Background: an optimization exercise with open tools, aiming at small area and a short achievable clock period. Do not read the settings as production practice.
Power figures rest on the tool's default switching activity, not on a simulated workload.

## rev 12
==> flow/design.v <==
module fp_mul(
    input clk,
    input rst,
    input [31:0] a_s,
    input [31:0] b_s,
    output reg [31:0] c_out,
    output reg overflow
);
    localparam M = 12;    
    reg [4:0] cnt;
    reg  st, dn;                
    wire start = st;
    wire done  = dn;
    reg [22:0] A;         
    reg [22:0] B;         
    reg [23:0] P;         
    reg        k;         
    reg        q24, q23;  
    reg [8:0]  V;         
    reg        Z;         
    reg        sx, sr;    
    wire [23:0] pp = B[0] ? {1'b1, A} : 24'd0;
    wire [M-1:0] lo  = {1'b0, P[M-2:0]} + {1'b0, pp[M-2:0]};
    wire         s1  = P[M-1] ^ pp[M-1] ^ k;
    wire         c1  = (P[M-1] & pp[M-1]) | (P[M-1] & k) | (pp[M-1] & k);
    wire         sm  = s1 ^ lo[M-1];
    wire         c2  = s1 & lo[M-1];
    wire [24-M:0] hi = {1'b0, P[23:M]} + {1'b0, pp[23:M]} + {{(24-M){1'b0}}, c1};
    wire [24:0]  U   = {hi, sm, lo[M-2:0]};
    always @(posedge clk) begin
        if (start) begin
            A  <= a_s[22:0];
            B  <= {1'b1, b_s[22:1]};
            V  <= {1'b0, a_s[30:23]} + {1'b0, b_s[30:23]} + 9'd1;
            Z  <= (a_s[30:23] == 8'd0) || (b_s[30:23] == 8'd0);
            sx <= a_s[31];
            sr <= a_s[31] ^ b_s[31];
            P  <= b_s[0] ? {1'b0, 1'b1, a_s[22:1]} : 24'd0;
            k  <= 1'b0;
        end else begin
            B  <= {1'b0, B[22:1]};
            P  <= U[24:1];
            k  <= c2;
        end
        q24 <= U[0];
        q23 <= q24;
    end
    wire        p47 = P[22];
    wire [7:0]  e   = {~V[7], V[6:0]};
    wire        e8  = ~(V[8] ^ V[7]);
    wire        of  = e8 | (p47 & (&e));
    wire        zr  = Z | rst;
    wire        n1  = ~zr & p47;
    wire        n0  = ~zr & ~p47;
    wire [7:0]  eo  = (e & {8{~zr}}) + {7'd0, n1};
    wire [22:0] fr  = ({23{n1}} & {P[21:0], q24}) | ({23{n0}} & {P[20:0], q24, q23});
    always @(posedge clk) begin
        if (rst || done)
            cnt <= 5'd0;
        else
            cnt <= cnt + 5'd1;
        st <= rst | done;
        dn <= ~rst & (cnt == 5'd24);
        if (rst || done) begin
            c_out[31]    <= ~rst & (Z ? sx : sr);
            c_out[30:23] <= eo;
            c_out[22:0]  <= fr;
            overflow     <= ~rst & of;
        end
    end
endmodule
export LEC_CHECK = 0
export CAP_MARGIN = 20
export CORE_MARGIN = 2
export CORE_UTILIZATION = 40
export SETUP_SLACK_MARGIN = 2.1
export SLEW_MARGIN = 20
create_clock -name core_clock -period 4.0 [get_ports {clk}]
standard.sh (not shown) runs the stock make flow with config.mk's settings and CLKGATE_MAP_FILE= SYNTH_SCRIPT=/design/flow/synth_recipe.tcl, a recipe that flattens the netlist after the stock synthesis.
==> flow/flow/run.sh <==
#!/bin/bash
# Standard layout (the standard.sh), with these changes:
#  - port buffers made of sky130_fd_sc_hd__buf_1 cells instead of the default pick;
#  - clock tree leaves of clkbuf_8 under a clkbuf_16 root, no dummy loads;
#  - no mapping of adders to full/half-adder cells (abc maps them);
#  - abc maps the logic with flow/abc.script (no abc-level buffering or sizing;
#    the resizer does that after placement). Everything else in ORFS's scripts
#    folder is used unchanged, from a copy.
set -euo pipefail
cp -r "$FLOW_HOME/scripts" scripts_mod
cp flow/abc.script scripts_mod/abc_speed.script
export SCRIPTS_DIR="$PWD/scripts_mod"
export BUFFER_PORTS_ARGS="-buffer_cell sky130_fd_sc_hd__buf_1"
export CTS_ARGS="-sink_clustering_enable -repair_clock_nets -buf_list sky130_fd_sc_hd__clkbuf_8 -root_buf sky130_fd_sc_hd__clkbuf_16 -dont_use_dummy_load"
bash standard.sh ADDER_MAP_FILE= finish > standard_make.log 2>&1
==> flow/flow/abc.script <==
strash
dch
map -B 0.9
topo
stime -c
buffer -c
upsize -c
dnsize -c
Setup changes, rev 12 to rev 13
--- a/flow/design.v
+++ b/flow/design.v
@@ -9,47 +9,91 @@
     localparam M = 12;    
     reg [4:0] cnt;
     reg  st, dn;                
     wire start = st;
     wire done  = dn;
+    wire eadd  = (cnt != 5'd0) && (cnt <= 5'd8);
     reg [22:0] A;         
     reg [22:0] B;         
     reg [23:0] P;         
     reg        k;         
     reg        q24, q23;  
-    reg [8:0]  V;         
+    reg [7:0]  X;         
+    reg [7:0]  Y;         
+    reg        cy;        
     reg        Z;         
     reg        sx, sr;    
     wire [23:0] pp = B[0] ? {1'b1, A} : 24'd0;
-    wire [M-1:0] lo  = {1'b0, P[M-2:0]} + {1'b0, pp[M-2:0]};
+    localparam NL = M - 1, NH = 24 - M;
+    wire [NL-1:0] lg [0:4];
+    wire [NL-1:0] lp [0:4];
+    wire [NH-1:0] hg [0:4];
+    wire [NH-1:0] hp [0:4];
+    wire [NL-1:0] lx = P[M-2:0] ^ pp[M-2:0];
+    wire [NH-1:0] hx = P[23:M] ^ pp[23:M];
+    assign lg[0] = P[M-2:0] & pp[M-2:0];
+    assign lp[0] = lx;
+    assign hg[0] = (P[23:M] & pp[23:M]) | {{(NH-1){1'b0}}, hx[0] & c1};
+    assign hp[0] = hx;
+    genvar gl, gi;
+    generate
+        for (gl = 0; gl < 4; gl = gl + 1) begin : ks
+            for (gi = 0; gi < NL; gi = gi + 1) begin : l
+                if (gi >= (1 << gl)) begin : c
+                    assign lg[gl+1][gi] = lg[gl][gi] | (lp[gl][gi] & lg[gl][gi-(1<<gl)]);
+                    assign lp[gl+1][gi] = lp[gl][gi] & lp[gl][gi-(1<<gl)];
+                end else begin : w
+                    assign lg[gl+1][gi] = lg[gl][gi];
+                    assign lp[gl+1][gi] = lp[gl][gi];
+                end
+            end
+            for (gi = 0; gi < NH; gi = gi + 1) begin : h
+                if (gi >= (1 << gl)) begin : c
+                    assign hg[gl+1][gi] = hg[gl][gi] | (hp[gl][gi] & hg[gl][gi-(1<<gl)]);
+                    assign hp[gl+1][gi] = hp[gl][gi] & hp[gl][gi-(1<<gl)];
+                end else begin : w
+                    assign hg[gl+1][gi] = hg[gl][gi];
+                    assign hp[gl+1][gi] = hp[gl][gi];
+                end
+            end
+        end
+    endgenerate
+    wire [M-1:0] lo  = {lg[4][NL-1], lx ^ {lg[4][NL-2:0], 1'b0}};
     wire         s1  = P[M-1] ^ pp[M-1] ^ k;
     wire         c1  = (P[M-1] & pp[M-1]) | (P[M-1] & k) | (pp[M-1] & k);
     wire         sm  = s1 ^ lo[M-1];
     wire         c2  = s1 & lo[M-1];
-    wire [24-M:0] hi = {1'b0, P[23:M]} + {1'b0, pp[23:M]} + {{(24-M){1'b0}}, c1};
+    wire [24-M:0] hi = {hg[4][NH-1], hx ^ {hg[4][NH-2:0], c1}};
     wire [24:0]  U   = {hi, sm, lo[M-2:0]};
+    wire es = X[0] ^ Y[0] ^ (cy & eadd);
+    wire ec = (X[0] & Y[0]) | (X[0] & cy) | (Y[0] & cy);
     always @(posedge clk) begin
         if (start) begin
             A  <= a_s[22:0];
             B  <= {1'b1, b_s[22:1]};
-            V  <= {1'b0, a_s[30:23]} + {1'b0, b_s[30:23]} + 9'd1;
-            Z  <= (a_s[30:23] == 8'd0) || (b_s[30:23] == 8'd0);
+            X  <= a_s[30:23];
+            Y  <= b_s[30:23];
+            cy <= 1'b1;
             sx <= a_s[31];
             sr <= a_s[31] ^ b_s[31];
             P  <= b_s[0] ? {1'b0, 1'b1, a_s[22:1]} : 24'd0;
             k  <= 1'b0;
         end else begin
             B  <= {1'b0, B[22:1]};
+            X  <= {es, X[7:1]};
+            Y  <= {1'b0, Y[7:1]};
+            if (eadd) cy <= ec;
             P  <= U[24:1];
             k  <= c2;
         end
         q24 <= U[0];
         q23 <= q24;
+        if (cnt == 5'd1) Z <= (X == 8'd0) || (Y == 8'd0);
     end
     wire        p47 = P[22];
-    wire [7:0]  e   = {~V[7], V[6:0]};
-    wire        e8  = ~(V[8] ^ V[7]);
+    wire [7:0]  e   = {~X[7], X[6:0]};
+    wire        e8  = ~(cy ^ X[7]);
     wire        of  = e8 | (p47 & (&e));
     wire        zr  = Z | rst;
     wire        n1  = ~zr & p47;
     wire        n0  = ~zr & ~p47;
     wire [7:0]  eo  = (e & {8{~zr}}) + {7'd0, n1};
--- outcome ---
Between rev 12 and rev 13, the flow reports global-route wire length before repair decreasing slightly.
Changes observed in rev 13 relative to rev 12: reg-to-reg setup timing slack moved down; total number of sequential cells saw an increase; total power of the final layout picked up an extra about 3%; residual DRC count now sits at about the same level.
Rev 13 leaves less setup margin than rev 12.
[compare] base=rev 12 new=rev 13: sequential share of layout area higher, fraction of power consumed by sequential logic up 0.7 points, top fanout value on the critical path went down by 1.
Rev 13 vs rev 12, wire length per cell went down by 0.57%.
Rev 12 vs rev 13, capturing instance or port of the critical path: P[19] vs c_out[30]
The final reports for rev 13 and rev 12 show area added between synthesis and finish lower in the former.
Comparing rev 13 with rev 12, the fraction of the yosys area taken by sequential cells came out essentially unchanged.
Function was not checked in any run of this note: the RTL went through the layout flow alone.

## afterwards: timing with drivers on the ports
The flow's constraints put no driver on any port. The routed layouts listed below were extracted and timed again, unchanged, in two steps. Step 1: set_driving_cell puts a clkbuf_16 on clk and a buf_2 on each other input, an assumption about the parent block. Step 2 times the ports against the registers' clock, not the clock port: input delays grow and output delays shrink by t, the midpoint of the rising clock arrivals with the driver on. a / b / c = ideal / step 1 / step 2; a / b = the first two.
| run | t (ns) | slack for setup (ns) | worst register clock-pin slew, ns | pins driven straight from the clock port |
|---|---|---|---|---|
| rev 12 | 0.396 | 2.214 / 2.214 / 1.859 | 0.07 / 0.07 | 1 |
| rev 13 | 0.394 | 2.131 / 2.148 / 1.754 | 0.08 / 0.08 | 1 |
After both steps every run listed still meets setup and hold. For rev 13, which loses most, drivers alone change the setup slack by +0.017 ns; drivers and shift together by -0.377 ns.
